This is an optimization exercise on Yosys and OpenROAD, whose aim is a short achievable clock period and few clock cycles, not a production implementation.
RTL that was checked went through simulation tests only; none was proved equivalent to the original.
Function not checked in runs 2 and 3: the RTL went through the layout flow alone.
Power is estimated from default activity; no workload was simulated.

<file path="flow/constraint.sdc">
create_clock -name core_clock -period 11.0 [get_ports {clock}]
set_input_delay 2.2000 -clock core_clock [delete_from_list [all_inputs] [get_ports {clock}]]
set_output_delay 2.2000 -clock core_clock [all_outputs]
set_load 0.01 [all_outputs]
</file>
<file path="flow/config.mk">
export PLATFORM = sky130hd
export DESIGN_NAME = cpu
export DESIGN_NICKNAME = cpu
export VERILOG_FILES = /design/flow/design.v
export SDC_FILE = /design/flow/constraint.sdc
export NUM_CORES = 4
export LEC_CHECK = 0
export CAP_MARGIN = 20
export CORE_MARGIN = 2
export CORE_UTILIZATION = 40
export SLEW_MARGIN = 20
</file>
<file path="flow/design.v">
module flopr(clock, reset, d, q);
    parameter WIDTH = 8;
    input clock; 
    input reset;
    input [WIDTH-1:0] d; 
    output reg [WIDTH-1:0] q;   
    always @(posedge clock, posedge reset)
        if (reset)
            q <= 0;
        else 
            q <= d;
endmodule
module adder(a, b, sum);
    input [31:0] a;
    input [31:0] b;
    output [31:0] sum;
    assign sum = a + b;
endmodule
module mux2(d0, d1, s, y);
    parameter WIDTH = 8;
    input [WIDTH-1:0] d0; 
    input [WIDTH-1:0] d1;
    input s;
    output [WIDTH-1:0] y;
    assign y = s ? d1 : d0;
endmodule
module mux3(d0, d1, d2, s, y);
    parameter WIDTH = 8;
    input [WIDTH-1:0] d0; 
    input [WIDTH-1:0] d1;
    input [WIDTH-1:0] d2;
    input [1:0] s;
    output [WIDTH-1:0] y;
    assign y = s[1] ? d2 : (s[0] ? d1 : d0);
endmodule
module mux8(d0, d1, d2, d3, d4, d5, d6, d7, s, y);
    parameter WIDTH = 8;
    input [WIDTH-1:0] d0;
    input [WIDTH-1:0] d1;
    input [WIDTH-1:0] d2;
    input [WIDTH-1:0] d3;
    input [WIDTH-1:0] d4;
    input [WIDTH-1:0] d5;
    input [WIDTH-1:0] d6;
    input [WIDTH-1:0] d7;
    input [2:0] s;
    output reg [WIDTH-1:0] y;
    always @*
        begin
            case(s)
                3'b000: y = d0;
                3'b001: y = d1;
                3'b010: y = d2;
                3'b011: y = d3;
                3'b100: y = d4;
                3'b101: y = d5;
                3'b110: y = d6;
                3'b111: y = d7;
                default: y = d0;
            endcase
        end
endmodule
module regfile(clock, write_enable, address_read_1, address_read_2, address_write, write_data, read_data_1, read_data_2);
    input clock;
    input write_enable;
    input [4:0] address_read_1;
    input [4:0] address_read_2;
    input [4:0] address_write;
    input [31:0] write_data;
    output [31:0] read_data_1;
    output [31:0] read_data_2;
    reg [31:0] registers[31:0];
    always @(posedge clock)
        begin
            if (write_enable) 
                registers[address_write] <= write_data;
        end
    assign read_data_1 = (address_read_1 != 0) ? registers[address_read_1] : 0;  
    assign read_data_2 = (address_read_2 != 0) ? registers[address_read_2] : 0;  
endmodule
module generate_immediate(instruction, immediate);
    input [31:0] instruction;
    output reg [31:0] immediate;
    always @*
        begin
            case(instruction[6:0])
                7'b0000011,                                                                                                      
                7'b0010011,                                                                                                      
                7'b1100111: immediate = {{20{instruction[31]}}, instruction[31:20]};                                             
                7'b0100011: immediate = {{20{instruction[31]}}, instruction[31:25], instruction[11:7]};                          
                7'b1100011: immediate = {{20{instruction[31]}}, instruction[7], instruction[30:25],  instruction[11:8], 1'b0};   
                7'b1101111: immediate = {{12{instruction[31]}}, instruction[19:12], instruction[20], instruction[30:21], 1'b0};  
                7'b0110111,                                                                                                      
                7'b0010111: immediate = {instruction[31:12], 12'b0};                                                             
                default: immediate = 32'bx;  
            endcase
        end
endmodule
module alu(src_A, src_B, ALU_control, ALU_result, zero);
    input [31:0] src_A;
    input [31:0] src_B;
    input [3:0] ALU_control;
    output reg [31:0] ALU_result;
    output zero;
    always @*
        case(ALU_control)
            4'b0000: ALU_result <= src_A + src_B;  
            4'b0001: ALU_result <= src_A - src_B;  
            4'b0010: ALU_result <= src_A & src_B;  
            4'b0011: ALU_result <= src_A | src_B;  
            4'b0100: ALU_result <= src_A ^ src_B;  
            4'b0101: ALU_result <= ($signed(src_A) < $signed(src_B)) ? 1 : 0;  
            4'b0110: ALU_result <= ($unsigned(src_A) < $unsigned(src_B)) ? 1 : 0;  
            4'b0111: ALU_result <= $signed(src_A) >>> src_B[4:0];  
            4'b1000: ALU_result <= $signed(src_A) >> src_B[4:0];  
            4'b1001: ALU_result <= $signed(src_A) << src_B[4:0];  
            default: ALU_result <= 32'd0;  
        endcase
    assign zero = (ALU_result == 0) ? 1 : 0;  
endmodule
module select_read(funct3, read_data_in, read_data_out);
    input [2:0] funct3;
    input [31:0] read_data_in;
    output reg [31:0] read_data_out;
    always @*
        begin
            case(funct3)
                3'b000: read_data_out = {{24{read_data_in[7]}}, read_data_in[7:0]};      
                3'b001: read_data_out = {{16{read_data_in[15]}}, read_data_in[15:0]};    
                3'b010: read_data_out = read_data_in;                                    
                3'b100: read_data_out = {24'b0, read_data_in[7:0]};                      
                3'b101: read_data_out = {16'b0, read_data_in[15:0]};                     
                default: read_data_out = 32'bx;  
            endcase
        end
endmodule
module main_decoder(opcode, funct3, reg_write, ALU_select, memory_control, result_select, branch, ALU_op, jump);
    input [6:0] opcode;
    input [2:0] funct3;
    output reg_write;
    output ALU_select;
    output [3:0] memory_control;
    output [2:0] result_select;
    output branch;
    output [1:0] ALU_op;
    output jump;
    reg [12:0] controls;
    assign {reg_write, ALU_select, memory_control, result_select, branch, ALU_op, jump} = controls;   
    always @*
        case(opcode)      
            7'b0000011:                                          
                case(funct3)
                    3'b000: controls = 13'b1_1_0010_001_0_00_0;      
                    3'b001: controls = 13'b1_1_0100_001_0_00_0;      
                    3'b010: controls = 13'b1_1_0000_001_0_00_0;      
                    3'b100: controls = 13'b1_1_1010_001_0_00_0;      
                    3'b101: controls = 13'b1_1_1100_001_0_00_0;      
                    default: controls = 13'bx_x_x_xxxx_xxx_xx_x;     
                endcase
            7'b0100011:
                case(funct3)
                    3'b000: controls = 13'b0_1_0011_000_0_00_0;      
                    3'b001: controls = 13'b0_1_0101_000_0_00_0;      
                    3'b010: controls = 13'b0_1_0001_000_0_00_0;      
                    default: controls = 13'bx_x_x_xxxx_xxx_xx_x;     
                endcase
            7'b0110011: controls = 13'b1_0_0000_000_0_10_0;          
            7'b0010111: controls = 13'b1_0_0000_100_0_00_0;          
            7'b0110111: controls = 13'b1_0_0000_011_0_00_0;          
            7'b1100011: controls = 13'b0_0_0000_000_1_01_0;          
            7'b0010011: controls = 13'b1_1_0000_000_0_10_0;          
            7'b1100111: controls = 13'b1_1_0000_010_0_00_1;          
            7'b1101111: controls = 13'b1_0_0000_010_0_00_1;          
            default:    controls = 13'bx_x_xxxx_xxx_x_xx_x;          
        endcase
endmodule
module alu_decoder(opcode_b5, funct3, funct7b5, ALU_op, ALU_control);
    input opcode_b5;
    input [2:0] funct3;
    input funct7b5;
    input [1:0] ALU_op;
    output reg [3:0] ALU_control;
    wire R_type_subtract;
    wire shift_arithemetic;
    assign R_type_subtract = funct7b5 & opcode_b5;  
    assign shift_arithemetic = funct7b5;  
    always @*
        case(ALU_op)
            2'b00: ALU_control = 3'b000;  
            2'b01:
                case(funct3)
                    3'b000: ALU_control = 4'b0001;  
                    3'b001: ALU_control = 4'b0001;  
                    3'b100: ALU_control = 4'b0101;  
                    3'b101: ALU_control = 4'b0101;  
                    3'b110: ALU_control = 4'b0110;  
                    3'b111: ALU_control = 4'b0110;  
                    default: ALU_control = 4'bxxxx;  
                endcase
            default:
                case(funct3)  
                    3'b000: 
                        begin
                            if (R_type_subtract)
                                ALU_control = 3'b001;  
                            else
                                ALU_control = 3'b000;  
                        end
                    3'b001: ALU_control = 4'b1001;  
                    3'b010: ALU_control = 4'b0101;  
                    3'b011: ALU_control = 4'b0110;  
                    3'b100: ALU_control = 4'b0100;  
                    3'b101:
                        begin
                            if(shift_arithemetic)
                                ALU_control = 4'b0111;  
                            else
                                ALU_control = 4'b1000;  
                        end
                    3'b110: ALU_control = 4'b0011;  
                    3'b111: ALU_control = 4'b0010;  
                    default: ALU_control = 4'bxxxx;  
                endcase
        endcase
endmodule
module controller(opcode, funct3, funct7b5, zero, result_select, memory_control, PC_select, ALU_select, reg_write, jump, ALU_control);
    input [6:0] opcode;
    input [2:0] funct3;  
    input funct7b5;
    input zero;
    output [2:0] result_select;
    output [3:0] memory_control;
    output reg [1:0] PC_select;
    output ALU_select;
    output reg_write;
    output jump;
    output [3:0] ALU_control;
    wire [1:0] ALU_op;
    wire branch;
    main_decoder main_decoder
    (
        opcode,              
        funct3,              
        reg_write,           
        ALU_select,          
        memory_control,      
        result_select,       
        branch,              
        ALU_op,              
        jump                 
    );
    alu_decoder alu_decoder
    (
        opcode[5],       
        funct3,          
        funct7b5,        
        ALU_op,          
        ALU_control      
    );
    always @*
        if(jump)
            case(opcode[3])
                1'b0: PC_select = 2'b10;             
                1'b1: PC_select = 2'b01;             
                default: PC_select = 2'b01;
            endcase
        else
            case(funct3)
                3'b000: PC_select = branch & zero;    
                3'b001: PC_select = branch & ~zero;   
                3'b100: PC_select = branch & ~zero;   
                3'b101: PC_select = branch & zero;    
                3'b110: PC_select = branch & ~zero;   
                3'b111: PC_select = branch & zero;    
                default: PC_select = 2'b00;
            endcase           
endmodule
module datapath(clock, reset, result_select, PC_select, ALU_select, reg_write, ALU_control, instruction, read_data, zero, PC, ALU_result, write_data);
    input clock;
    input reset;
    input [2:0] result_select;
    input [1:0] PC_select;
    input ALU_select;
    input reg_write;
    input [3:0] ALU_control;
    input [31:0] instruction;
    input [31:0] read_data;
    output zero;
    output [31:0] PC;
    output [31:0] ALU_result;
    output [31:0] write_data;
    wire [31:0] PC_next;
    wire [31:0] PC_plus4;
    wire [31:0] PC_target;
    wire [31:0] immediate;
    wire [31:0] src_A;
    wire [31:0] src_B;
    wire [31:0] read_data_out;
    wire [31:0] result;
    flopr #(32) pc_reg(clock, reset, PC_next, PC);
    adder pc_add4(PC, 32'd4, PC_plus4);
    adder pc_addbranch(PC, immediate, PC_target);
    mux3 #(32) pc_mux(PC_plus4, PC_target, ALU_result, PC_select, PC_next);
    regfile regfile(clock, reg_write, instruction[19:15], instruction[24:20], instruction[11:7], result, src_A, write_data);
    generate_immediate generate_immediate(instruction, immediate);
    mux2 #(32) src_B_mux(write_data, immediate, ALU_select, src_B);
    alu alu(src_A, src_B, ALU_control, ALU_result, zero);
    select_read select_read(instruction[14:12], read_data, read_data_out);
    mux8 #(32) result_mux(ALU_result, read_data_out, PC_plus4, immediate, PC_target, 32'hxxxxxxxx, 32'hxxxxxxxx, 32'hxxxxxxxx, result_select, result);
endmodule
module cpu(clock, reset, instruction, read_data, memory_control, PC, ALU_result, write_data);
    input clock;
    input reset;
    input [31:0] instruction;
    input [31:0] read_data;
    output [3:0] memory_control;
    output [31:0] PC;
    output [31:0] ALU_result;
    output [31:0] write_data;
    wire [1:0] PC_select;
    wire ALU_select; 
    wire reg_write;
    wire jump;
    wire zero;
    wire [2:0] result_select;
    wire [3:0] ALU_control;
    controller controller
    (
        instruction[6:0],        
        instruction[14:12],      
        instruction[30],         
        zero,                    
        result_select,           
        memory_control,          
        PC_select,               
        ALU_select,              
        reg_write,               
        jump,                    
        ALU_control              
    );
    datapath datapath
    (
        clock,                   
        reset,                   
        result_select,           
        PC_select,               
        ALU_select,              
        reg_write,               
        ALU_control,             
        instruction,             
        read_data,               
        zero,                    
        PC,                      
        ALU_result,              
        write_data               
    );
endmodule
</file>
<file path="flow/run.sh">
#!/bin/bash
# synth_recipe.tcl (not shown) runs the flow's synth.tcl, then flattens the netlist and writes it again
# the make line also repeats each setting of config.mk as NAME=value (left out here)
make -C /OpenROAD-flow-scripts/flow DESIGN_CONFIG=/design/flow/config.mk WORK_HOME=/design/flow/orfs CLKGATE_MAP_FILE= SYNTH_SCRIPT=/design/flow/synth_recipe.tcl finish
</file>
==> run summary, run 1 <==
* Outcome: complete, no violations
* #FFs+latches synth at 1056
* Post-synth ARST share at 3.030%
* Simple-gate portion of the synthesized area at 7.742%
* Post-synth top area cell: edfxtp_1
* Synthesis-to-finish area growth at 17.06%
* Synth Area in Adders at 2.720%
* Nets at 5191
* Fin crit share at 98.00%
* Detail Placement HPWL at 182.1 mm
* WS Path Type: in2out
* Critical path arrival at 8580 ps
* Most frequent cells after synthesis: edfxtp_1, mux4_2, nor2_1, a21oi_1, nand2_1
* Final hold vios at 0
* Syn_nets at 4776
* Routed wire length at 266.1 mm
* Mean Syn Cell Area at 13.75 µm²
* Clk sinks at 1056
* Seq/Total Area, Yosys at 50.15%
* Total CTS buffers at 108
* Clock buffer depth at 3
* RSZ-0062 raised after global routing: no
* Setup slack after layout at 219.6 ps
* Clk Latency, worst-skew pair at 770 ps
* Final core occ at 47.15%
* Layout cells sized above 1 at 28.58%
* Routed length per instance at 37.27 µm
* Synth Instances at 4575
* Final antenna-violating net count at 0
* Post-CTS setup buffers at 0
* Number of synthesized flops with an enable pin at 1024
* Total number of vias at 48267
* Largest family of logic cells by synthesized area: multiplexers
* WHS at 643.3 ps
* Filler cells at 13600
* Num rows at 145
* Critical Path RT at 8800 ps
* Grt ovf at 0
* Via density at 6.761
* DP Worst Slack at -140.2 ps
* Initial antenna violation count at 16
* Worst Max-Slew Pin Slew at 1238 ps
* Worst Reg2Reg Path Length in Cells at 27
* Die width at 400.6 µm
* Clock slew at reported path FFs at 60 ps
* Tot Pwr at 12.11 mW
* Leakage at 25.42 nW
* CTS Root Cell: clkbuf_16
* Pin count of the biggest net entering global routing at 103
* Top Ports at 166
* Maximum clock frequency at 0.09276 GHz
* Final setup viols at 0
* Synth top area cells: edfxtp_1, mux4_2, mux2i_1, ha_1, a21oi_1
* PD cells at 164.5 nW/µm²
* Max VDD drop at 0.1130 mV
* Final GP Congestion at 1.043
* H-tree depth at 3
* Synth Area in Compound Gates at 11.88%
* Clk_skew at 58.76 ps
* Die area at 160500 µm²
* Yosys top cell area share at 48.87%
* Core Area at 156200 µm²
* Max cap viols at 0
* DRC at 0
* Worst Setup End Kind: output pin
* CP Max Fanout at 39
* CP Launch Type: primary input
* DIE HEIGHT at 400.6 µm
* Distinct cell type count after synthesis at 119
* Post-synthesis xor/xnor area fraction at 0.9187%
* Initial Utilization at 40.28%
* Number of global-route vias before repair at 47126
* 1st-iter DRT viols at 6848
* Count leader, synth: edfxtp_1
* Class of the worst hold path: reg2reg
* CTS tree: yes
* Mux cell area share after synthesis at 22.98%
* Final worst path period need at 10780 ps
* Top_reg_cell synth: edfxtp_1
* Rel. slew slack at 16.76%
* YS warnings at 9
* I/O Buffers at 165
* First-pass GRT wire length at 371.0 mm
* Slew Limit Fails at 0
* Synth Cell Area at 62920 µm²
* First-pass DRT Iterations at 6
* Worst Hold Depth at 1
* Total GRT Usage at 32.62%
## metrics by stage
step,TNS [ps],cell area (µm²),instances
after floorplan,0,62920,4575
after global placement,-72.95,69900,6939
after detailed placement,-140.2,69920,6939
after CTS,0,73570,7139
after global routing,0,73650,7138
final,0,73650,7139
## registers in the layout, indices dropped and copies added (netlist names)
signal	count
datapath.pc_reg.q	32
datapath.regfile.registers	1024
## per-layer routing
layer	up-vias	global-route usage, %	share of wire, %
met5	-	0	0.029
met4	12	13.85	4.9
met3	600	6.688	10
met2	3112	50.65	45
met1	25050	44.61	39
li1	19493	-	-
## worst paths after layout
check | startpoint | endpoint | slack, ps
worst max-delay path | instruction[21] | ALU_result[0] | 220
worst min-delay path | datapath.pc_reg.q[0]$_DFFE_PP0P_ | datapath.pc_reg.q[0]$_DFFE_PP0P_ | 640
worst max register to register | datapath.regfile.registers[19][6]$_DFFE_PP_ | datapath.pc_reg.q[30]$_DFF_PP0_ | 2380
worst min register to register | datapath.pc_reg.q[0]$_DFFE_PP0P_ | datapath.pc_reg.q[0]$_DFFE_PP0P_ | 640
max in group asynchronous | reset | datapath.pc_reg.q[26]$_DFF_PP0_ | 8690
min in group asynchronous | reset | datapath.pc_reg.q[13]$_DFF_PP0_ | 1910
## critical path, cell delays in order
cell and delay (ps):
buf_8 300, buf_4 600, mux4_2 420, mux4_2 500, mux2i_1 350, nor2_1 120
nand2_1 160, a21boi_0 290, ha_1 270, inv_1 70, a2111oi_0 350, buf_4 200
nor3_1 60, o221a_2 290, o2bb2ai_4 250, a31oi_1 200, o31ai_1 230, buf_4 160
a21oi_1 80, o31ai_1 370, buf_4 200, nand3b_1 170, buf_4 200, clkdlybuf4s50_1 470
## placed cells by master (no fill, tap or decap), types with 48 or more instances in the layout
cell type / instances
edfxtp_1: 1024
nor2_1: 252
mux4_2: 534
clkdlybuf4s50_1: 155
a31oi_1: 60
o21ai_0: 134
a221oi_1: 52
mux2_2: 48
nor3_1: 88
ha_1: 132
o22ai_1: 54
clkbuf_16: 108
o211ai_1: 48
a21oi_1: 230
o221ai_1: 62
nand3_1: 102
inv_1: 116
mux2i_1: 177
buf_4: 473
nand2_1: 229
## report_power, final
group | switching, mW | internal [mW] | leakage [nW]
registers | 0.129 | 4.62 | 9.64
logic | 2.15 | 1.40 | 14.0
clock network | 1.65 | 2.17 | 1.78
total | 3.93 | 8.19 | 25.4
## timing repair
item	in CTS	in global routing
resized for setup	1	15
hold endpoints to repair	0	0
setup endpoints to repair	1	8
hold buffers	0	0
## layout make-up
cell class              instances  area [µm²]  share of cell area, %
clock inverters                78       897.1                  1.218
flip-flops and latches       1056       31550                  42.84
repair buffers                661        5695                  7.733
well taps                    2058        2575                  3.496
diodes                          1       2.502               0.003398
clock buffers                 122        2755                  3.741
multi-input cells            3031       29670                  40.29
inverters                     132       503.0                 0.6829
## kinds of logic (layout without fill, tap and decap cells)
kind of cell	after synthesis	in the layout
AOI/OAI and AO/OA	1059	1059
DFF	1056	1056
and+or+nand+nor	1003	1003
muxes	768	768
buffers and inverters	488	993
adders and majority gates	135	135
xor gates and xnor gates	66	66
other	0	1
Testbench counts, summed over its fixed seeds: cycles 117,387.
==> inputs of run 2 (changes only) <==
--- a/flow/design.v
+++ b/flow/design.v
@@ -318,40 +318,229 @@
     output [31:0] ALU_result;
     output [31:0] write_data;
-    wire [1:0] PC_select;
-    wire ALU_select; 
-    wire reg_write;
-    wire jump;
-    wire zero;
-    wire [2:0] result_select;
-    wire [3:0] ALU_control;
-    controller controller
-    (
-        instruction[6:0],        
-        instruction[14:12],      
-        instruction[30],         
-        zero,                    
-        result_select,           
-        memory_control,          
-        PC_select,               
-        ALU_select,              
-        reg_write,               
-        jump,                    
-        ALU_control              
-    );
-    datapath datapath
-    (
-        clock,                   
-        reset,                   
-        result_select,           
-        PC_select,               
-        ALU_select,              
-        reg_write,               
-        ALU_control,             
-        instruction,             
-        read_data,               
-        zero,                    
-        PC,                      
-        ALU_result,              
-        write_data               
-    );
+    reg [31:0] pc_f;
+    reg        btb_v;
+    reg [31:0] btb_pc;
+    reg [31:0] btb_tgt;
+    reg        valid_d;
+    reg [31:0] ir_d;
+    reg [31:0] pc_d;
+    reg        pred_d;
+    reg        valid_x;
+    reg [31:0] a_x, b_x, sd_x, c_x;
+    reg        fa_x, fb_x, fs_x;
+    reg        s_add_x, s_sub_x, s_and_x, s_or_x, s_xor_x, s_slt_x, s_sltu_x;
+    reg        s_sll_x, s_srl_x, s_sra_x, s_c_x;
+    reg        br_x, jal_x, jalr_x, ld_x, st_x, wen_x;
+    reg [2:0]  f3_x;
+    reg [4:0]  rd_x;
+    reg        pred_x;
+    reg [31:0] tgt_x, pcp4_x;
+    reg        valid_m;
+    reg [31:0] res_m, sd_m, tgt_m;
+    reg        st_m, ld_m, wen_m, jalr_m;
+    reg [2:0]  f3_m;
+    reg [4:0]  rd_m;
+    reg        valid_w;
+    reg [31:0] res_w;
+    reg        wen_w;
+    reg [4:0]  rd_w;
+    reg [31:0] rf [1:31];
+    wire        mem_redir;
+    wire        ex_redir;
+    wire        id_redir;
+    wire        stall;
+    wire [31:0] ex_tgt;
+    wire [31:0] id_tgt;
+    wire btb_hit = btb_v & (btb_pc == pc_f);
+    wire [31:0] pc_next =
+        mem_redir ? tgt_m :
+        ex_redir  ? ex_tgt :
+        stall     ? pc_f :
+        id_redir  ? id_tgt :
+        btb_hit   ? btb_tgt :
+                    pc_f + 32'd4;
+    always @(posedge clock, posedge reset)
+        if (reset)
+            pc_f <= 32'd0;
+        else
+            pc_f <= pc_next;
+    wire [6:0] op  = ir_d[6:0];
+    wire [4:0] rd  = ir_d[11:7];
+    wire [2:0] f3  = ir_d[14:12];
+    wire [4:0] rs1 = ir_d[19:15];
+    wire [4:0] rs2 = ir_d[24:20];
+    wire       f7b5 = ir_d[30];
+    wire is_lui   = (op == 7'b0110111);
+    wire is_auipc = (op == 7'b0010111);
+    wire is_jal   = (op == 7'b1101111);
+    wire is_jalr  = (op == 7'b1100111);
+    wire is_br    = (op == 7'b1100011);
+    wire is_ld    = (op == 7'b0000011);
+    wire is_st    = (op == 7'b0100011);
+    wire is_opi   = (op == 7'b0010011);
+    wire is_op    = (op == 7'b0110011);
+    wire writes   = is_lui | is_auipc | is_jal | is_jalr | is_ld | is_opi | is_op;
+    wire wen_d    = writes & (rd != 5'd0);
+    wire use_rs1  = is_jalr | is_br | is_ld | is_st | is_opi | is_op;
+    wire use_rs2  = is_br | is_st | is_op;
+    wire [31:0] imm_i = {{20{ir_d[31]}}, ir_d[31:20]};
+    wire [31:0] imm_s = {{20{ir_d[31]}}, ir_d[31:25], ir_d[11:7]};
+    wire [31:0] imm_b = {{20{ir_d[31]}}, ir_d[7], ir_d[30:25], ir_d[11:8], 1'b0};
+    wire [31:0] imm_j = {{12{ir_d[31]}}, ir_d[19:12], ir_d[20], ir_d[30:21], 1'b0};
+    wire [31:0] imm_u = {ir_d[31:12], 12'b0};
+    wire [31:0] tgt_b = pc_d + imm_b;
+    wire [31:0] tgt_j = pc_d + imm_j;
+    wire [31:0] pcp4_d = pc_d + 32'd4;
+    assign id_tgt = is_jal ? tgt_j : tgt_b;
+    wire [31:0] rf1 = (rs1 == 5'd0) ? 32'd0 : rf[rs1];
+    wire [31:0] rf2 = (rs2 == 5'd0) ? 32'd0 : rf[rs2];
+    wire m1 = valid_m & wen_m & (rd_m == rs1);
+    wire m2 = valid_m & wen_m & (rd_m == rs2);
+    wire w1 = valid_w & wen_w & (rd_w == rs1);
+    wire w2 = valid_w & wen_w & (rd_w == rs2);
+    wire [31:0] rv1 = m1 ? res_m : w1 ? res_w : rf1;
+    wire [31:0] rv2 = m2 ? res_m : w2 ? res_w : rf2;
+    wire x1 = valid_x & wen_x & (rd_x == rs1);
+    wire x2 = valid_x & wen_x & (rd_x == rs2);
+    assign stall = valid_d & (
+        (use_rs1 & ((x1 & ld_x) | (m1 & ld_m))) |
+        (use_rs2 & ((x2 & ld_x) | (m2 & ld_m))));
+    wire pred_taken_d = pred_d | is_jal | (is_br & ir_d[31]);
+    assign id_redir = valid_d & ~stall & ~pred_d & (is_jal | (is_br & ir_d[31]));
+    always @(posedge clock, posedge reset)
+        if (reset)
+            btb_v <= 1'b0;
+        else if (id_redir & is_br & ~ex_redir & ~mem_redir)
+            btb_v <= 1'b1;
+    always @(posedge clock)
+        if (id_redir & is_br & ~ex_redir & ~mem_redir) begin
+            btb_pc <= pc_d;
+            btb_tgt <= tgt_b;
+        end
+    always @(posedge clock, posedge reset)
+        if (reset)
+            valid_d <= 1'b0;
+        else if (ex_redir | mem_redir)
+            valid_d <= 1'b0;
+        else if (~stall)
+            valid_d <= ~id_redir;
+    always @(posedge clock)
+        if (~stall | ex_redir | mem_redir) begin
+            ir_d <= instruction;
+            pc_d <= pc_f;
+            pred_d <= btb_hit;
+        end
+    always @(posedge clock, posedge reset)
+        if (reset)
+            valid_x <= 1'b0;
+        else
+            valid_x <= valid_d & ~stall & ~ex_redir & ~mem_redir;
+    always @(posedge clock) begin
+        a_x   <= is_auipc ? pc_d : is_lui ? 32'd0 : rv1;
+        b_x   <= (is_op | is_br) ? rv2 : is_st ? imm_s : (is_lui | is_auipc) ? imm_u : imm_i;
+        sd_x  <= rv2;
+        c_x   <= is_lui ? imm_u : pcp4_d;
+        fa_x  <= x1 & use_rs1;
+        fb_x  <= x2 & (is_op | is_br);
+        fs_x  <= x2;
+        s_add_x  <= is_ld | is_st | is_auipc | ((is_opi | is_op) & (f3 == 3'b000) & ~(is_op & f7b5));
+        s_sub_x  <= is_op & (f3 == 3'b000) & f7b5;
+        s_sll_x  <= (is_opi | is_op) & (f3 == 3'b001);
+        s_slt_x  <= (is_opi | is_op) & (f3 == 3'b010);
+        s_sltu_x <= (is_opi | is_op) & (f3 == 3'b011);
+        s_xor_x  <= (is_opi | is_op) & (f3 == 3'b100);
+        s_srl_x  <= (is_opi | is_op) & (f3 == 3'b101) & ~f7b5;
+        s_sra_x  <= (is_opi | is_op) & (f3 == 3'b101) & f7b5;
+        s_or_x   <= (is_opi | is_op) & (f3 == 3'b110);
+        s_and_x  <= (is_opi | is_op) & (f3 == 3'b111);
+        s_c_x    <= is_lui | is_jal | is_jalr;
+        br_x  <= is_br;
+        jal_x <= is_jal;
+        jalr_x <= is_jalr;
+        ld_x  <= is_ld;
+        st_x  <= is_st;
+        wen_x <= wen_d;
+        f3_x  <= f3;
+        rd_x  <= rd;
+        pred_x <= pred_taken_d;
+        tgt_x <= id_tgt;
+        pcp4_x <= pcp4_d;
+    end
+    wire [31:0] A  = fa_x ? res_m : a_x;
+    wire [31:0] B  = fb_x ? res_m : b_x;
+    wire [31:0] SD = fs_x ? res_m : sd_x;
+    wire [31:0] sum = A + B;
+    wire [31:0] dif = A - B;
+    wire ltu = A < B;
+    wire lts = $signed(A) < $signed(B);
+    wire eq  = (A == B);
+    wire [31:0] sll = A << B[4:0];
+    wire [31:0] srl = A >> B[4:0];
+    wire [31:0] sra = $signed(A) >>> B[4:0];
+    wire [31:0] res_x =
+        ({32{s_add_x}}  & sum) |
+        ({32{s_sub_x}}  & dif) |
+        ({32{s_and_x}}  & (A & B)) |
+        ({32{s_or_x}}   & (A | B)) |
+        ({32{s_xor_x}}  & (A ^ B)) |
+        ({32{s_slt_x}}  & {31'd0, lts}) |
+        ({32{s_sltu_x}} & {31'd0, ltu}) |
+        ({32{s_sll_x}}  & sll) |
+        ({32{s_srl_x}}  & srl) |
+        ({32{s_sra_x}}  & sra) |
+        ({32{s_c_x}}    & c_x);
+    reg cond;
+    always @*
+        case (f3_x)
+            3'b000: cond = eq;
+            3'b001: cond = ~eq;
+            3'b100: cond = lts;
+            3'b101: cond = ~lts;
+            3'b110: cond = ltu;
+            3'b111: cond = ~ltu;
+            default: cond = 1'b0;
+        endcase
+    wire taken = (br_x & cond) | jal_x;
+    assign ex_redir = valid_x & (taken != pred_x);
+    assign ex_tgt = taken ? tgt_x : pcp4_x;
+    always @(posedge clock, posedge reset)
+        if (reset) begin
+            valid_m <= 1'b0;
+            st_m <= 1'b0;
+        end else begin
+            valid_m <= valid_x & ~mem_redir;
+            st_m <= valid_x & st_x & ~mem_redir;
+        end
+    always @(posedge clock) begin
+        res_m  <= res_x;
+        sd_m   <= SD;
+        tgt_m  <= sum;
+        ld_m   <= ld_x;
+        wen_m  <= wen_x;
+        jalr_m <= jalr_x;
+        f3_m   <= f3_x;
+        rd_m   <= rd_x;
+    end
+    assign mem_redir = valid_m & jalr_m;
+    assign PC = pc_f;
+    assign ALU_result = res_m;
+    assign write_data = sd_m;
+    assign memory_control = {f3_m[2], f3_m[1:0] == 2'b01, f3_m[1:0] == 2'b00, st_m};
+    wire [31:0] ld_val =
+        (f3_m == 3'b000) ? {{24{read_data[7]}}, read_data[7:0]} :
+        (f3_m == 3'b001) ? {{16{read_data[15]}}, read_data[15:0]} :
+                           read_data;
+    always @(posedge clock, posedge reset)
+        if (reset)
+            valid_w <= 1'b0;
+        else
+            valid_w <= valid_m;
+    always @(posedge clock) begin
+        res_w <= ld_m ? ld_val : res_m;
+        wen_w <= wen_m;
+        rd_w  <= rd_m;
+    end
+    always @(posedge clock)
+        if (valid_w & wen_w)
+            rf[rd_w] <= res_w;
 endmodule
--- a/flow/config.mk
+++ b/flow/config.mk
@@ -6,6 +6,8 @@
 export NUM_CORES = 4
 export LEC_CHECK = 0
+export ABC_CLOCK_PERIOD_IN_PS = 3000
 export CAP_MARGIN = 20
 export CORE_MARGIN = 2
 export CORE_UTILIZATION = 40
+export SETUP_SLACK_MARGIN = 5
 export SLEW_MARGIN = 20
==> run summary, run 2 <==
* Mux cell area share after synthesis at 20.88%
* Synth Cell Area at 77540 µm²
* Synthesis-to-finish area growth at 13.10%
* Synth Area in Compound Gates at 10.09%
* Largest register by flop count: rf
* Initial antenna violation count at 9
* Clk sinks at 1533
* Finished Layout Cells at 8477
* Maximum clock frequency at 0.1683 GHz
* #FFs+latches synth at 1533
* Grt ovf at 0
* CTS tree: yes
* Synth Instances at 5776
* Final antenna-violating net count at 0
* Placed insts at 8177
* WS Path Type: reg2reg
* Final core occ at 45.54%
* Most frequent cells after synthesis: edfxtp_1, mux4_2, nor2_1, a21oi_1, dfxtp_1
* Fin Setup TNS at 0 ps
* Total CTS buffers at 164
* Clock slew at reported path FFs at 60 ps
* DP Worst Slack at 3941 ps
* DIE HEIGHT at 444.3 µm
* Core Area at 192600 µm²
* Fin crit share at 54.00%
* YS warnings at 1
* Worst Max-Slew Pin Slew at 1229 ps
* DRC at 0
* Critical Path RT at 11720 ps
* Post-synth top area cell: edfxtp_1
* Setup slack after layout at 5060 ps
* Synth Area in Adders at 2.395%
* I/O Buffers at 165
* CP Launch Type: flop
* H-tree depth at 4
* Top_reg_cell synth: edfxtp_1
* Detailed route wirelength on metal3 at 25.62 mm
* Clk_skew at 64.14 ps
* RSZ-0062 raised after global routing: yes
* Post-CTS setup buffers at 0
* CP Max Fanout at 68
* Simple-gate portion of the synthesized area at 6.992%
* Distinct cell type count after synthesis at 96
* Leakage at 30.47 nW
* Max VDD drop at 0.1790 mV
* Initial Utilization at 40.27%
* Routed wire length at 290.3 mm
* Final worst path period need at 5940 ps
* Max layer used: met4
* Number of synthesized flops with an enable pin at 1120
* Outcome: complete, no violations
* Number of global-route vias before repair at 52369
* Most frequent cells in the layout: edfxtp_1, mux4_2, nor2_1
* Max cap viols at 0
* Layout cells sized above 1 at 19.55%
* Yosys top cell area share at 43.37%
* Top Ports at 166
* Clk Latency, worst-skew pair at 850 ps
* Post-synth ARST share at 2.479%
* Clock buffer depth at 3
* Commonest non-fill, non-tap cell in the layout: edfxtp_1
* Met2 WL at 135.0 mm
* 1st-iter DRT viols at 6442
* Die area at 197400 µm²
* Tot Pwr at 16.58 mW
* Rel. slew slack at 17.00%
* CTS Root Cell: clkbuf_16
* Synth top area cells: edfxtp_1, mux4_2, dfxtp_1, mux2i_1, a21oi_1
* Nets at 6031
* Die width at 444.3 µm
* Via density at 6.340
* PD cells at 189.0 nW/µm²
* Num rows at 161
* Slew Limit Fails at 0
* Detail Placement HPWL at 189.8 mm
* First-pass DRT Iterations at 6
* Max reg flops at 992
* Mean Syn Cell Area at 13.43 µm²
* Largest family of logic cells by synthesized area: multiplexers
* Final hold vios at 0
* Pin count of the biggest net entering global routing at 125
* Seq/Total Area, Yosys at 54.28%
* Critical path arrival at 6660 ps
* Total number of vias at 53740
* Final GP Congestion at 0.9882
* CTS Hold Buffers Added at 0
* Worst Setup End Kind: flop
* Syn_nets at 5988
* Class of the worst hold path: reg2reg
* Post-synthesis xor/xnor area fraction at 2.417%
* Routed length per instance at 34.25 µm
* Final setup viols at 0
* Met1 WL at 108.7 mm
* Total GRT Usage at 28.95%
* Count leader, synth: edfxtp_1
* First-pass GRT wire length at 403.7 mm
[run 2: final timing paths]
path                                 from                   end  slack [ps]  depth (start not counted)
max reg2reg                  fb_x$_DFF_P_  pc_f[25]$_DFFE_PP0P_        5060                         15
max                          fb_x$_DFF_P_  pc_f[25]$_DFFE_PP0P_        5060                         15
max in group asynchronous           reset  pc_f[15]$_DFFE_PP0P_        8680                          3
min in group asynchronous           reset   pc_f[9]$_DFFE_PP0P_        1750                          2
min reg2reg                jalr_x$_DFF_P_        jalr_m$_DFF_P_         370                          0
min                        jalr_x$_DFF_P_        jalr_m$_DFF_P_         370                          0
[run 2: metrics by stage]
stage          hold WS, ps  cell area, µm²
4_1_cts              358.1           87620
3_5_place_dp         358.2           82320
2_1_floorplan        309.6           78030
5_1_grt              370.4           87690
6_report             365.1           87700
3_3_place_gp         355.1           82300
[run 2: cells by family after synthesis]
kind of cell             after synthesis
buffers and inverters                583
XOR/XNOR                             214
AND/OR/NAND/NOR                     1188
AO/OA/AOI/OAI                       1197
flip-flops                          1533
multiplexers                         915
adder cells (fa/ha/maj)              146
[run 2: where the power goes]
group          internal, mW  switching (mW)
Combinational          1.41            2.20
Sequential             6.74           0.789
Clock                  3.03            2.40
Total                  11.2            5.39
[run 2: critical path, stage by stage (launching register included)]
cell       delay, ps
dfxtp_4          630
buf_6            360
mux2i_4          300
buf_8            380
ha_4             300
or4_1            500
nor2_1           360
nand4_1          310
xor2_1           240
nor2_1            80
a31o_2           300
o41ai_4          580
o21a_1           620
buf_4            470
a2111oi_2         60
a21o_1           210
[run 2: per-layer routing]
metal  up-vias  global-route usage (%)
met5         -                       0
met4         0                   18.09
met3       636                   5.800
met2      2915                   45.57
met1     27584                   36.76
li1      22605                       -
[run 2: cell type report]
| class | count | area [µm²] |
|---|---|---|
| clock buffers | 206 | 4418 |
| clock inverters | 86 | 840.8 |
| diodes | 6 | 15.01 |
| multi-input cells | 3661 | 33760 |
| inverters | 164 | 616.8 |
| well taps | 2526 | 3161 |
| fillers | 17132 | 104900 |
| repair buffers | 295 | 2733 |
| flip-flops and latches | 1533 | 42160 |
[run 2: what timing repair did]
item,4_1_cts,5_1_grt
endpoints found under the setup margin,177,47
pin swaps,1,0
resized for setup,9,4
cloned,1,0
==> inputs of run 3 (changes only) <==
--- a/flow/design.v
+++ b/flow/design.v
@@ -331,12 +331,12 @@
     reg        s_add_x, s_sub_x, s_and_x, s_or_x, s_xor_x, s_slt_x, s_sltu_x;
     reg        s_sll_x, s_srl_x, s_sra_x, s_c_x;
-    reg        br_x, jal_x, jalr_x, ld_x, st_x, wen_x;
+    reg        jalr_x, ld_x, st_x, wen_x;
     reg [2:0]  f3_x;
     reg [4:0]  rd_x;
-    reg        pred_x;
-    reg [31:0] tgt_x, pcp4_x;
+    reg        r_eq_x, r_ne_x, r_lt_x, r_ge_x, r_ltu_x, r_geu_x, r_all_x;
+    reg [31:0] alt_x;
     reg        valid_m;
-    reg [31:0] res_m, sd_m, tgt_m;
-    reg        st_m, ld_m, wen_m, jalr_m;
+    reg [31:0] res_m, sd_m;
+    reg        st_m, ld_m, wen_m;
     reg [2:0]  f3_m;
     reg [4:0]  rd_m;
@@ -346,5 +346,4 @@
     reg [4:0]  rd_w;
     reg [31:0] rf [1:31];
-    wire        mem_redir;
     wire        ex_redir;
     wire        id_redir;
@@ -354,5 +353,4 @@
     wire btb_hit = btb_v & (btb_pc == pc_f);
     wire [31:0] pc_next =
-        mem_redir ? tgt_m :
         ex_redir  ? ex_tgt :
         stall     ? pc_f :
@@ -411,8 +409,8 @@
         if (reset)
             btb_v <= 1'b0;
-        else if (id_redir & is_br & ~ex_redir & ~mem_redir)
+        else if (id_redir & is_br)
             btb_v <= 1'b1;
     always @(posedge clock)
-        if (id_redir & is_br & ~ex_redir & ~mem_redir) begin
+        if (id_redir & is_br) begin
             btb_pc <= pc_d;
             btb_tgt <= tgt_b;
@@ -421,10 +419,10 @@
         if (reset)
             valid_d <= 1'b0;
-        else if (ex_redir | mem_redir)
+        else if (ex_redir)
             valid_d <= 1'b0;
         else if (~stall)
             valid_d <= ~id_redir;
     always @(posedge clock)
-        if (~stall | ex_redir | mem_redir) begin
+        if (~stall) begin
             ir_d <= instruction;
             pc_d <= pc_f;
@@ -435,5 +433,5 @@
             valid_x <= 1'b0;
         else
-            valid_x <= valid_d & ~stall & ~ex_redir & ~mem_redir;
+            valid_x <= valid_d & ~stall & ~ex_redir;
     always @(posedge clock) begin
         a_x   <= is_auipc ? pc_d : is_lui ? 32'd0 : rv1;
@@ -455,6 +453,4 @@
         s_and_x  <= (is_opi | is_op) & (f3 == 3'b111);
         s_c_x    <= is_lui | is_jal | is_jalr;
-        br_x  <= is_br;
-        jal_x <= is_jal;
         jalr_x <= is_jalr;
         ld_x  <= is_ld;
@@ -463,7 +459,12 @@
         f3_x  <= f3;
         rd_x  <= rd;
-        pred_x <= pred_taken_d;
-        tgt_x <= id_tgt;
-        pcp4_x <= pcp4_d;
+        r_eq_x  <= is_br & ((f3 == 3'b000) & ~pred_taken_d | (f3 == 3'b001) & pred_taken_d);
+        r_ne_x  <= is_br & ((f3 == 3'b001) & ~pred_taken_d | (f3 == 3'b000) & pred_taken_d);
+        r_lt_x  <= is_br & ((f3 == 3'b100) & ~pred_taken_d | (f3 == 3'b101) & pred_taken_d);
+        r_ge_x  <= is_br & ((f3 == 3'b101) & ~pred_taken_d | (f3 == 3'b100) & pred_taken_d);
+        r_ltu_x <= is_br & ((f3 == 3'b110) & ~pred_taken_d | (f3 == 3'b111) & pred_taken_d);
+        r_geu_x <= is_br & ((f3 == 3'b111) & ~pred_taken_d | (f3 == 3'b110) & pred_taken_d);
+        r_all_x <= pred_taken_d & ~is_br & ~is_jal;
+        alt_x <= pred_taken_d ? pcp4_d : id_tgt;
     end
     wire [31:0] A  = fa_x ? res_m : a_x;
@@ -490,18 +491,8 @@
         ({32{s_sra_x}}  & sra) |
         ({32{s_c_x}}    & c_x);
-    reg cond;
-    always @*
-        case (f3_x)
-            3'b000: cond = eq;
-            3'b001: cond = ~eq;
-            3'b100: cond = lts;
-            3'b101: cond = ~lts;
-            3'b110: cond = ltu;
-            3'b111: cond = ~ltu;
-            default: cond = 1'b0;
-        endcase
-    wire taken = (br_x & cond) | jal_x;
-    assign ex_redir = valid_x & (taken != pred_x);
-    assign ex_tgt = taken ? tgt_x : pcp4_x;
+    wire mispredict = (r_eq_x & eq) | (r_ne_x & ~eq) | (r_lt_x & lts) | (r_ge_x & ~lts) |
+                      (r_ltu_x & ltu) | (r_geu_x & ~ltu) | r_all_x;
+    assign ex_redir = valid_x & (jalr_x | mispredict);
+    assign ex_tgt = jalr_x ? sum : alt_x;
     always @(posedge clock, posedge reset)
         if (reset) begin
@@ -509,18 +500,15 @@
             st_m <= 1'b0;
         end else begin
-            valid_m <= valid_x & ~mem_redir;
-            st_m <= valid_x & st_x & ~mem_redir;
+            valid_m <= valid_x;
+            st_m <= valid_x & st_x;
         end
     always @(posedge clock) begin
         res_m  <= res_x;
         sd_m   <= SD;
-        tgt_m  <= sum;
         ld_m   <= ld_x;
         wen_m  <= wen_x;
-        jalr_m <= jalr_x;
         f3_m   <= f3_x;
         rd_m   <= rd_x;
     end
-    assign mem_redir = valid_m & jalr_m;
     assign PC = pc_f;
     assign ALU_result = res_m;
==> flow/flow/run.sh (new file) <==
#!/bin/bash
# Standard ORFS layout (standard.sh) with a larger setup repair margin, so that
# repair_timing keeps improving paths well past the 11 ns clock.
set -euo pipefail
bash standard.sh SETUP_SLACK_MARGIN=7.5 finish > standard.log 2>&1
==> flow/standard.sh (new file) <==
#!/bin/bash
# synth_recipe.tcl (not shown) runs the flow's synth.tcl, then flattens the netlist and writes it again
# the make line also repeats each setting of config.mk as NAME=value (left out here)
make -C /OpenROAD-flow-scripts/flow DESIGN_CONFIG=/design/flow/config.mk WORK_HOME=/design/flow/orfs CLKGATE_MAP_FILE= SYNTH_SCRIPT=/design/flow/synth_recipe.tcl "${@:-finish}"
--- a/flow/config.mk
+++ b/flow/config.mk
@@ -10,4 +10,3 @@
 export CORE_MARGIN = 2
 export CORE_UTILIZATION = 40
-export SETUP_SLACK_MARGIN = 5
 export SLEW_MARGIN = 20
removed: flow/run.sh
==> run summary, run 3 <==
* Outcome: complete, no violations
* Mean Syn Cell Area at 13.31 µm²
* PD cells at 187.1 nW/µm²
* Synthesis-to-finish area growth at 20.68%
* Detail Placement HPWL at 185.8 mm
* Clk Latency, worst-skew pair at 830 ps
* Number of global-route vias before repair at 54919
* RSZ-0062 raised after global routing: yes
* DIE HEIGHT at 441.4 µm
* Slew Limit Fails at 0
* Top_reg_cell synth: edfxtp_1
* Total number of vias at 56745
* Leakage at 32.17 nW
* Total GRT Usage at 30.99%
* Clk pwr share at 31.2%
* Clock slew at reported path FFs at 60 ps
* Commonest non-fill, non-tap cell in the layout: edfxtp_1
* Clk_skew at 38.85 ps
* Area of the multi-input gates at 35710 µm²
* Post-synth ARST share at 2.580%
* 1st-iter DRT viols at 7117
* CTS tree: yes
* CTS Root Cell: clkbuf_16
* #FFs+latches synth at 1473
* Routed wire length at 306.5 mm
* Maximum clock frequency at 0.2399 GHz
* Met1 Use GR at 37.97%
* WS Path Type: reg2reg
* Max reg flops at 992
* Top Ports at 166
* Distinct cell type count after synthesis at 97
* CP Launch Type: flop
* Pin count of the biggest net entering global routing at 83
* Critical path arrival at 4830 ps
* Final GP Congestion at 0.9960
* Final setup viols at 0
* Most frequent cells after synthesis: edfxtp_1, mux4_2, nor2_1, a21oi_1, mux2i_1
* Synth top area cells: edfxtp_1, mux4_2, dfxtp_1, mux2i_1, a21oi_1
* Sw frac at 33.23%
* Top Usage Layer GRT: met2
* Worst Setup End Kind: flop
* Initial antenna violation count at 23
* Most frequent cells in the layout: edfxtp_1, mux4_2, nor2_1
* YS warnings at 1
* CTS Hold Buffers Added at 0
* Die area at 194900 µm²
* Initial Utilization at 40.24%
* I/O Buffers at 165
* Clk sinks at 1473
* Part of the power in combinational logic at 28.3%
* H-tree depth at 4
* Total CTS buffers at 158
* Nets at 6314
* Finished Layout Cells at 8750
* Clock buffer depth at 3
* Yosys top cell area share at 43.94%
* Via density at 6.485
* Rel. slew slack at 18.20%
* Max cap viols at 0
* Final antenna-violating net count at 0
* Syn_nets at 5961
* Final core occ at 48.57%
* Fin crit share at 37.90%
* Layout cells sized above 1 at 29.77%
* Sequential Power Share at 40.5%
* Final hold vios at 0
* Register area at 41100 µm²
* Switch Pwr at 5.744 mW
* Synth Instances at 5749
* Placed insts at 8143
* Class of the worst hold path: reg2reg
* Grt ovf at 0
* Routed length per instance at 35.03 µm
* First-pass GRT wire length at 423.8 mm
* Max VDD drop at 0.1676 mV
* Num rows at 160
* Post-synth top area cell: edfxtp_1
* Number of synthesized flops with an enable pin at 1120
* Met3 GRT Util at 6.225%
* Worst Max-Slew Pin Slew at 1227 ps
* Count leader, synth: edfxtp_1
* Final worst path period need at 4169 ps
* Filler cells at 16404
* Synth Cell Area at 76540 µm²
* Fin Setup TNS at 0 ps
* M2 GR Usage at 49.29%
* Core Area at 190200 µm²
* Seq/Total Area, Yosys at 53.42%
* Largest register by flop count: rf
* DRC at 0
* Critical Path RT at 11660 ps
* Die width at 441.4 µm
* P_int at 11.54 mW
* CP Max Fanout at 8
* First-pass DRT Iterations at 9
-- run 3: critical path: stages, from the launching register on --
cell and delay, ps:
dfxtp_4 430, buf_12 180, mux2i_4 340, ha_4 190
inv_2 40, fa_2 330, nor2b_4 130, o311a_1 310
o31a_1 340, buf_4 150, buf_4 130, nor3_4 230
o21ai_1 120, a21oi_2 190, xnor2_2 140, a222oi_1 570
nand4_1 170
-- run 3: stage by stage --
stage / worst slack [ps] / power (mW) / hold slack [ps] / instance area, µm²
after global placement: 5756 / 10.96 / 314.5 / 81320
final: 6831 / 17.29 / 325.4 / 92370
after detailed placement: 5690 / 10.96 / 313.8 / 81330
after CTS: 6977 / 16.95 / 327.2 / 91190
after global routing: 6840 / 17.75 / 328.1 / 92350
after floorplan: 7096 / 9.283 / 309.6 / 76960
-- run 3: area by class of cell --
type                       instances  area share, %
multi-input combinational       3702          38.66
antenna                            7        0.01896
inverter                         155         0.6556
timing repair inverter             2        0.01896
clock inverter                   101          1.069
tap                             2511          3.401
timing repair buffer             610          7.156
sequential                      1473          44.50
clock buffer                     189          4.520
-- run 3: repair_timing --
item | CTS | global route
gates resized for setup | 951 | 134
endpoints found under the setup margin | 355 | 217
setup buffers | 227 | 50
pin swaps | 65 | 54
cloned | 30 | 2
-- run 3: metal layers --
| layer | routed length (µm) | share of wire [%] |
|---|---|---|
| met5 | 150 | 0.049 |
| met4 | 26220 | 8.6 |
| met3 | 28130 | 9.2 |
| met2 | 142100 | 46 |
| met1 | 110000 | 36 |
-- run 3: cells by family after synthesis --
| kind of cell | synth area share, % |
|---|---|
| AO/OA/AOI/OAI | 10.15 |
| AND/OR/NAND/NOR | 7.067 |
| multiplexers | 21.50 |
| flip-flops | 53.42 |
| XOR/XNOR | 2.392 |
| buffers and inverters | 3.039 |
| adder cells (fa/ha/maj) | 2.426 |
-- run 3: power groups by stage --
stage	logic, mW	registers (mW)	clock network (mW)
floorplan	2.42	6.87	0
global placement	3.71	7.26	0
detailed placement	3.70	7.26	0
CTS	4.53	6.98	5.44
global route	5.11	6.99	5.64
finish	4.90	7.00	5.39
-- run 3: final timing paths --
kind,end,slack (ps),depth (start not counted),from
setup reg to reg,res_m[18]$_DFF_P_,6830,16,fa_x$_DFF_P_
hold / removal,f3_m[1]$_DFF_P_,330,0,f3_x[1]$_DFF_P_
hold reg to reg,f3_m[1]$_DFF_P_,330,0,f3_x[1]$_DFF_P_
min in group asynchronous,pc_f[26]$_DFFE_PP0P_,1930,2,reset
max in group asynchronous,pc_f[15]$_DFFE_PP0P_,8360,2,reset
setup / recovery,res_m[18]$_DFF_P_,6830,16,fa_x$_DFF_P_
==> inputs of run 4 (changes only) <==
--- a/flow/design.v
+++ b/flow/design.v
@@ -328,5 +328,4 @@
     reg        valid_x;
     reg [31:0] a_x, b_x, sd_x, c_x;
-    reg        fa_x, fb_x, fs_x;
     reg        s_add_x, s_sub_x, s_and_x, s_or_x, s_xor_x, s_slt_x, s_sltu_x;
     reg        s_sll_x, s_srl_x, s_sra_x, s_c_x;
@@ -434,12 +433,13 @@
         else
             valid_x <= valid_d & ~stall & ~ex_redir;
+    wire fa = x1 & use_rs1;
+    wire fb = x2 & (is_op | is_br);
+    wire fs = x2;
+    wire [31:0] res_x;
     always @(posedge clock) begin
-        a_x   <= is_auipc ? pc_d : is_lui ? 32'd0 : rv1;
-        b_x   <= (is_op | is_br) ? rv2 : is_st ? imm_s : (is_lui | is_auipc) ? imm_u : imm_i;
-        sd_x  <= rv2;
+        a_x   <= fa ? res_x : is_auipc ? pc_d : is_lui ? 32'd0 : rv1;
+        b_x   <= fb ? res_x : (is_op | is_br) ? rv2 : is_st ? imm_s : (is_lui | is_auipc) ? imm_u : imm_i;
+        sd_x  <= fs ? res_x : rv2;
         c_x   <= is_lui ? imm_u : pcp4_d;
-        fa_x  <= x1 & use_rs1;
-        fb_x  <= x2 & (is_op | is_br);
-        fs_x  <= x2;
         s_add_x  <= is_ld | is_st | is_auipc | ((is_opi | is_op) & (f3 == 3'b000) & ~(is_op & f7b5));
         s_sub_x  <= is_op & (f3 == 3'b000) & f7b5;
@@ -468,7 +468,7 @@
         alt_x <= pred_taken_d ? pcp4_d : id_tgt;
     end
-    wire [31:0] A  = fa_x ? res_m : a_x;
-    wire [31:0] B  = fb_x ? res_m : b_x;
-    wire [31:0] SD = fs_x ? res_m : sd_x;
+    wire [31:0] A  = a_x;
+    wire [31:0] B  = b_x;
+    wire [31:0] SD = sd_x;
     wire [31:0] sum = A + B;
     wire [31:0] dif = A - B;
@@ -479,5 +479,5 @@
     wire [31:0] srl = A >> B[4:0];
     wire [31:0] sra = $signed(A) >>> B[4:0];
-    wire [31:0] res_x =
+    assign res_x =
         ({32{s_add_x}}  & sum) |
         ({32{s_sub_x}}  & dif) |
==> run summary, run 4 <==
* Largest family of logic cells by synthesized area: multiplexers
* Worst Setup SP: a_x[0]$_DFF_P_
* Leakage at 31.57 nW
* WS Path Type: reg2reg
* Total GRT Usage at 31.48%
* Worst reg2reg setup slack at 7290 ps
* Max VDD drop at 0.1649 mV
* Synth Area in Adders at 2.440%
* Maximum clock frequency at 0.2697 GHz
* CP Launch Type: flop
* DIE HEIGHT at 440.2 µm
* Layout cells sized above 1 at 29.18%
* Max cap viols at 0
* Clock slew at reported path FFs at 60 ps
* Num rows at 160
* RSZ-0062 raised after global routing: yes
* Critical Path RT at 11720 ps
* Synth top area cells: edfxtp_1, mux4_2, dfxtp_1, mux2i_1, a21oi_1
* Placed insts at 8073
* Filler cells at 16418
* I/O Buffers at 165
* Worst Max-Slew Pin Slew at 1092 ps
* Class of the worst hold path: reg2reg
* Mean Syn Cell Area at 13.39 µm²
* Area of the multi-input gates at 34920 µm²
* Switch Pwr at 5.670 mW
* Fin Setup TNS at 0 ps
* Initial antenna violation count at 22
* Post-synth top area cell: edfxtp_1
* Total number of vias at 56749
* Met1 WL at 108.6 mm
* Routed wire length at 310.2 mm
* Final antenna-violating net count at 0
* DRC at 0
* Largest register by flop count: rf
* Core Area at 189600 µm²
* Rel. slew slack at 27.21%
* Slew Limit Fails at 0
* Met2 WL at 142.5 mm
* WHS at 324.3 ps
* Mux cell area share after synthesis at 20.54%
* Clock buffer depth at 3
* Distinct cell type count after synthesis at 90
* First-pass DRT Iterations at 7
* Clk Latency, worst-skew pair at 830 ps
* YS warnings at 1
* Grt ovf at 0
* Commonest non-fill, non-tap cell in the layout: edfxtp_1
* Sequential Power Share at 42.0%
* Part of the power in combinational logic at 26.6%
* Detailed route wirelength on metal3 at 30.86 mm
* Worst Setup End Kind: flop
* Via density at 6.593
* Clk pwr share at 31.5%
* Simple-gate portion of the synthesized area at 6.556%
* Hold_sp: sd_x[3]$_DFF_P_
* Final setup viols at 0
* Nets at 6167
* Top Ports at 166
* P_int at 11.20 mW
* Finished Layout Cells at 8607
* Total CTS buffers at 158
* Yosys top cell area share at 44.19%
* Routed length per instance at 36.04 µm
* RR Endpoint: pc_f[12]$_DFFE_PP0P_
* Initial Utilization at 40.15%
* First-pass GRT wire length at 428.4 mm
* CTS Root Cell: clkbuf_16
* Top_reg_cell synth: edfxtp_1
* Die width at 440.2 µm
* Sw frac at 33.61%
* Final hold vios at 0
* Clk sinks at 1470
* Most frequent cells in the layout: edfxtp_1, mux4_2, nor2_1
* Synth Instances at 5686
* Synthesis-to-finish area growth at 19.20%
* Max layer used: met5
* Clk_skew at 40.30 ps
* Worst Reg2Reg Path Length in Cells at 19
* Final GP Congestion at 0.9948
* CTS tree: yes
* Final core occ at 47.85%
* CP Max Fanout at 8
* Synth Area in Compound Gates at 11.27%
* Number of global-route vias before repair at 55102
* Post-synth ARST share at 2.585%
* Die area at 193800 µm²
* Register area at 41180 µm²
* PD cells at 186.0 nW/µm²
* Final worst path period need at 3708 ps
* Outcome: complete, no violations
* Setup crit end: pc_f[12]$_DFFE_PP0P_
* Most frequent cells after synthesis: edfxtp_1, mux4_2, nor2_1, a21oi_1, dfxtp_1
* Count leader, synth: edfxtp_1
* Max reg flops at 992
* Critical path arrival at 4430 ps
* Post-synthesis xor/xnor area fraction at 2.451%
* Number of synthesized flops with an enable pin at 1120
* H-tree depth at 4
* RR Startpoint: a_x[0]$_DFF_P_
* Seq/Total Area, Yosys at 53.64%
* Detail Placement HPWL at 188.0 mm
* Syn_nets at 5898
* Fin crit share at 33.71%
* #FFs+latches synth at 1470
* Pin count of the biggest net entering global routing at 65
* Synth Cell Area at 76110 µm²
* 1st-iter DRT viols at 7552
[run 4: repair_timing]
item | CTS | global route
setup buffers | 149 | 54
gates resized for setup | 952 | 175
cloned | 26 | 4
setup endpoints to repair | 418 | 290
hold buffers | 0 | 0
pin swaps | 43 | 43
[run 4: area by class of cell]
| cell class | instances | share of cell area (%) |
|---|---|---|
| diodes | 16 | 0.04413 |
| clock buffers | 199 | 4.733 |
| clock inverters | 86 | 0.8537 |
| inverters | 156 | 0.7006 |
| multi-input cells | 3637 | 38.49 |
| flip-flops and latches | 1470 | 45.39 |
| well taps | 2511 | 3.463 |
| repair buffers | 531 | 6.312 |
| repair inverters | 1 | 0.009654 |
[run 4: routing by layer]
| layer | GRT usage (%) | up-vias |
|---|---|---|
| met2 | 49.09 | 3800 |
| met4 | 24.07 | 16 |
| met1 | 38.15 | 28932 |
| met3 | 6.956 | 1013 |
| met5 | 0 | - |
| li1 | - | 22988 |
[run 4: power by group through the flow]
stage	Sequential, mW	Clock, mW	Combinational (mW)
detailed placement	7.28	0	3.49
global placement	7.28	0	3.47
finish	7.08	5.31	4.48
floorplan	6.84	0	2.29
CTS	7.04	5.35	4.18
global route	7.07	5.56	4.69
[run 4: metrics by stage]
step | power [mW] | setup slack, ps | instance area (µm²)
after floorplan | 9.128 | 7507 | 76210
after global placement | 10.75 | 5774 | 80610
after detailed placement | 10.77 | 5735 | 80630
after CTS | 16.57 | 7312 | 89270
after global routing | 17.32 | 7201 | 90690
final | 16.87 | 7292 | 90720
[run 4: worst max-delay path: stages (launching register included)]
cell	delay [ps]
dfxtp_4	360
inv_4	60
ha_4	130
inv_2	40
fa_2	360
nor2b_4	150
o311ai_4	250
a311oi_2	140
buf_4	150
or3_4	330
a211oi_4	240
buf_6	160
mux2i_1	220
o22ai_2	110
o31ai_4	240
buf_6	170
buf_12	130
buf_16	140
a211oi_2	40
a21oi_1	180
[run 4: worst min path at each step]
stage                                  end  depth (start not counted)
after global routing       sd_m[6]$_DFF_P_                          0
final                      sd_m[3]$_DFF_P_                          0
after floorplan            f3_m[0]$_DFF_P_                          0
after detailed placement  sd_m[12]$_DFF_P_                          0
after global placement     f3_m[2]$_DFF_P_                          0
after CTS                  sd_m[3]$_DFF_P_                          0
[run 4: cell families (layout without fill, tap and decap cells)]
kind of cell | count (synthesis) | count (layout)
and+or+nand+nor | 1115 | 1119
other | 0 | 16
muxes | 840 | 840
xor gates and xnor gates | 213 | 213
AOI/OAI and AO/OA | 1319 | 1319
DFF | 1470 | 1470
buffers and inverters | 583 | 973
adders and majority gates | 146 | 146
Testbench counts of run 4, summed over its fixed seeds: cycles 132,933.
==> inputs of run 5 (changes only) <==
--- a/flow/design.v
+++ b/flow/design.v
@@ -318,5 +318,7 @@
     output [31:0] ALU_result;
     output [31:0] write_data;
-    reg [31:0] pc_f;
+    reg [31:0] pc_o;
+    reg [31:0] pc_n;
+    wire [31:0] pc_f = ~pc_n;
     reg        btb_v;
     reg [31:0] btb_pc;
@@ -336,6 +338,6 @@
     reg [31:0] alt_x;
     reg        valid_m;
-    reg [31:0] res_m, sd_m;
-    reg        st_m, ld_m, wen_m;
+    reg [31:0] res_m, sd_m, addr_m;
+    reg        st_m, ld_m, wen_m, mcb_m, mch_m, mcu_m;
     reg [2:0]  f3_m;
     reg [4:0]  rd_m;
@@ -359,7 +361,12 @@
     always @(posedge clock, posedge reset)
         if (reset)
-            pc_f <= 32'd0;
+            pc_o <= 32'd0;
         else
-            pc_f <= pc_next;
+            pc_o <= pc_next;
+    always @(posedge clock, posedge reset)
+        if (reset)
+            pc_n <= 32'hFFFFFFFF;
+        else
+            pc_n <= ~pc_next;
     wire [6:0] op  = ir_d[6:0];
     wire [4:0] rd  = ir_d[11:7];
@@ -473,7 +480,27 @@
     wire [31:0] sum = A + B;
     wire [31:0] dif = A - B;
-    wire ltu = A < B;
-    wire lts = $signed(A) < $signed(B);
-    wire eq  = (A == B);
+    wire [30:0] lt0 = ~A[30:0] & B[30:0];
+    wire [30:0] eq0 = ~(A[30:0] ^ B[30:0]);
+    wire [31:0] ltt [0:5];
+    wire [31:0] eqt [0:5];
+    assign ltt[0] = {1'b0, lt0};
+    assign eqt[0] = {1'b1, eq0};
+    genvar gl, gi;
+    generate
+        for (gl = 1; gl <= 5; gl = gl + 1) begin : cmp_level
+            for (gi = 0; gi < (32 >> gl); gi = gi + 1) begin : cmp_node
+                assign ltt[gl][gi] = ltt[gl-1][2*gi+1] | (eqt[gl-1][2*gi+1] & ltt[gl-1][2*gi]);
+                assign eqt[gl][gi] = eqt[gl-1][2*gi+1] & eqt[gl-1][2*gi];
+            end
+            assign ltt[gl][31:(32 >> gl)] = 0;
+            assign eqt[gl][31:(32 >> gl)] = 0;
+        end
+    endgenerate
+    wire lt_lo = ltt[5][0];
+    wire eq_lo = eqt[5][0];
+    wire eq31 = ~(A[31] ^ B[31]);
+    wire eq  = eq31 & eq_lo;
+    wire ltu = (~A[31] & B[31]) | (eq31 & lt_lo);
+    wire lts = (A[31] & ~B[31]) | (eq31 & lt_lo);
     wire [31:0] sll = A << B[4:0];
     wire [31:0] srl = A >> B[4:0];
@@ -505,14 +532,18 @@
     always @(posedge clock) begin
         res_m  <= res_x;
+        addr_m <= sum;
         sd_m   <= SD;
         ld_m   <= ld_x;
         wen_m  <= wen_x;
         f3_m   <= f3_x;
+        mcb_m  <= (f3_x[1:0] == 2'b00);
+        mch_m  <= (f3_x[1:0] == 2'b01);
+        mcu_m  <= f3_x[2] & (ld_x | st_x);
         rd_m   <= rd_x;
     end
-    assign PC = pc_f;
-    assign ALU_result = res_m;
+    assign PC = pc_o;
+    assign ALU_result = addr_m;
     assign write_data = sd_m;
-    assign memory_control = {f3_m[2], f3_m[1:0] == 2'b01, f3_m[1:0] == 2'b00, st_m};
+    assign memory_control = {mcu_m, mch_m, mcb_m, st_m};
     wire [31:0] ld_val =
         (f3_m == 3'b000) ? {{24{read_data[7]}}, read_data[7:0]} :
==> run summary, run 5 <==
* Outcome: complete, no violations
* Clk pwr share at 30.6%
* Via density at 6.426
* #FFs+latches synth at 1537
* Clk_skew at 34.41 ps
* 1st-iter DRT viols at 7756
* Clk Latency, worst-skew pair at 840 ps
* Final setup viols at 0
* Initial Utilization at 40.30%
* Worst reg2reg setup slack at 7340 ps
* Syn_nets at 6181
* Final antenna-violating net count at 0
* Final worst path period need at 3659 ps
* Class of the worst hold path: reg2reg
* Critical path arrival at 4420 ps
* Maximum clock frequency at 0.2733 GHz
* Filler cells at 17148
* Final core occ at 48.43%
* Die width at 450.0 µm
* YS warnings at 1
* Placed insts at 8445
* Clk sinks at 1537
* Synthesis-to-finish area growth at 20.16%
* Worst Setup End Kind: flop
* Fin crit share at 33.26%
* DIE HEIGHT at 450.0 µm
* Max reg flops at 992
* CP Launch Type: flop
* Final GP Congestion at 0.9889
* Total GRT Usage at 29.83%
* Part of the power in combinational logic at 28.4%
* Pin count of the biggest net entering global routing at 105
* Mean Syn Cell Area at 13.43 µm²
* Commonest non-fill, non-tap cell in the layout: edfxtp_1
* Post-synth ARST share at 4.554%
* Rel. slew slack at 19.80%
* Worst Max-Slew Pin Slew at 1200 ps
* Max cap viols at 0
* Max VDD drop at 0.1887 mV
* Layout cells sized above 1 at 31.32%
* P_int at 12.25 mW
* Slew Limit Fails at 0
* Finished Layout Cells at 9068
* WS Path Type: reg2reg
* Clock buffer depth at 3
* I/O Buffers at 165
* Detail Placement HPWL at 194.3 mm
* Critical Path RT at 11760 ps
* Setup slack after layout at 7341 ps
* CTS Root Cell: clkbuf_16
* Count leader, synth: edfxtp_1
* RR Startpoint: a_x[22]$_DFF_P_
* Nets at 6535
* Most frequent cells after synthesis: edfxtp_1, mux4_2, nor2_1, a21oi_1, dfxtp_1
* Synth Instances at 5926
* Clock slew at reported path FFs at 60 ps
* CTS tree: yes
* Routed length per instance at 34.35 µm
* Largest register by flop count: rf
* First-pass GRT wire length at 430.3 mm
* Grt ovf at 0
* Leakage at 33.74 nW
* Switch Pwr at 6.399 mW
* Routed wire length at 311.5 mm
* Distinct cell type count after synthesis at 100
* Top Ports at 166
* Yosys top cell area share at 42.27%
* Synth Cell Area at 79560 µm²
* CTS Hold Buffers Added at 0
* Total CTS buffers at 166
* Post-synth top area cell: edfxtp_1
* Sequential Power Share at 40.9%
* Hold path endpoint: sd_m[28]$_DFF_P_
* Num rows at 163
* Sw frac at 34.31%
* Number of synthesized flops with an enable pin at 1120
* Fin Setup TNS at 0 ps
* H-tree depth at 4
* Hold_sp: sd_x[28]$_DFF_P_
* Seq/Total Area, Yosys at 53.25%
* First-pass DRT Iterations at 6
* Total number of vias at 58272
* Synth top area cells: edfxtp_1, mux4_2, dfxtp_1, mux2i_1, ha_1
* Area of the multi-input gates at 37130 µm²
* Die area at 202500 µm²
* Tot Pwr at 18.65 mW
* Top_reg_cell synth: edfxtp_1
* PD cells at 195.1 nW/µm²
* Final hold vios at 0
* Worst Reg2Reg Path Length in Cells at 15
* DP Worst Slack at 5806 ps
* DRC at 0
* RR Endpoint: pc_n[18]$_DFF_PP1_
* RSZ-0062 raised after global routing: yes
* Number of global-route vias before repair at 56508
* Most frequent cells in the layout: edfxtp_1, mux4_2, nor2_1
* Worst Hold Depth at 0
* Initial antenna violation count at 11
* CP Max Fanout at 11
* Core Area at 197400 µm²
* Register area at 42630 µm²
## run 5: cell type report
| type | instances | share of cell area [%] |
|---|---|---|
| diodes | 8 | 0.02094 |
| clock buffers | 217 | 4.803 |
| clock inverters | 91 | 1.026 |
| inverters | 186 | 0.7761 |
| multi-input cells | 3761 | 38.84 |
| flip-flops and latches | 1537 | 44.59 |
| well taps | 2640 | 3.455 |
| repair buffers | 628 | 6.491 |
## run 5: power groups by stage
stage          clock (mW)  combinational [mW]  sequential (mW)
3_5_place_dp            0                4.29             7.80
6_report             5.72                5.30             7.63
5_1_grt              6.02                5.51             7.65
4_1_cts              5.78                4.84             7.60
3_3_place_gp            0                4.29             7.80
2_1_floorplan           0                2.52             7.41
## run 5: per-layer routing
layer / routed length [µm] / global-route usage [%] / vias up
li1: - / - / 24026
met1: 115400 / 38.35 / 29755
met2: 141800 / 45.93 / 3674
met3: 29890 / 5.785 / 807
met4: 24360 / 19.99 / 10
met5: 69 / 0 / -
## run 5: per-stage QoR
stage	hold slack (ps)	area [µm²]
after global placement	313.7	84360
final	315.3	95600
after floorplan	309.6	79730
after global routing	329.0	95590
after CTS	320.7	93860
after detailed placement	312.1	84370
## run 5: worst max-delay path by stage
stage	start	endpoint	slack, ps
final	a_x[22]$_DFF_P_	pc_n[18]$_DFF_PP1_	7340
after CTS	pc_o[31]$_DFF_PP0_	PC[31]	7300
after global placement	b_x[3]$_DFF_P_	sd_x[31]$_DFF_P_	5450
after detailed placement	b_x[3]$_DFF_P_	sd_x[31]$_DFF_P_	5810
after global routing	a_x[19]$_DFF_P_	pc_o[28]$_DFF_PP0_	7220
after floorplan	b_x[2]$_DFF_P_	b_x[28]$_DFF_P_	7500
## run 5: logic make-up after synthesis
group,count (synthesis),synth area share (%)
flip-flops,1537,53.25
AO/OA/AOI/OAI,1360,11.08
AND/OR/NAND/NOR,1103,6.438
multiplexers,903,20.80
buffers and inverters,629,3.161
XOR/XNOR,205,2.257
adder cells (fa/ha/maj),189,3.010
## run 5: critical path: stages, from the launching register on
cell and delay (ps):
dfxtp_1 320, buf_6 160, inv_1 100, ha_4 250, nor4_4 200, nand4_1 230
nor4_4 340, o221ai_2 180, a31oi_4 290, buf_6 140, nor2_2 40, mux2_4 310
o31a_4 350, buf_12 190, buf_16 160, mux2_4 300
## run 5: repair_timing
item / in CTS / in global routing
pin swaps: 80 / 56
endpoints found under the setup margin: 436 / 236
buffers inserted: 199 / 83
cloned: 16 / 9
gates resized for setup: 899 / 192
Testbench counts of run 5, summed over its fixed seeds: cycles 132,933.

Check on run 5: ideal ports give 7.341 ns setup slack; a clkbuf_16 on the clock port and buf_2 on the inputs give 7.276 ns; moving port delays by the midpoint clock arrival (0.913 ns) as well gives 6.535 ns.
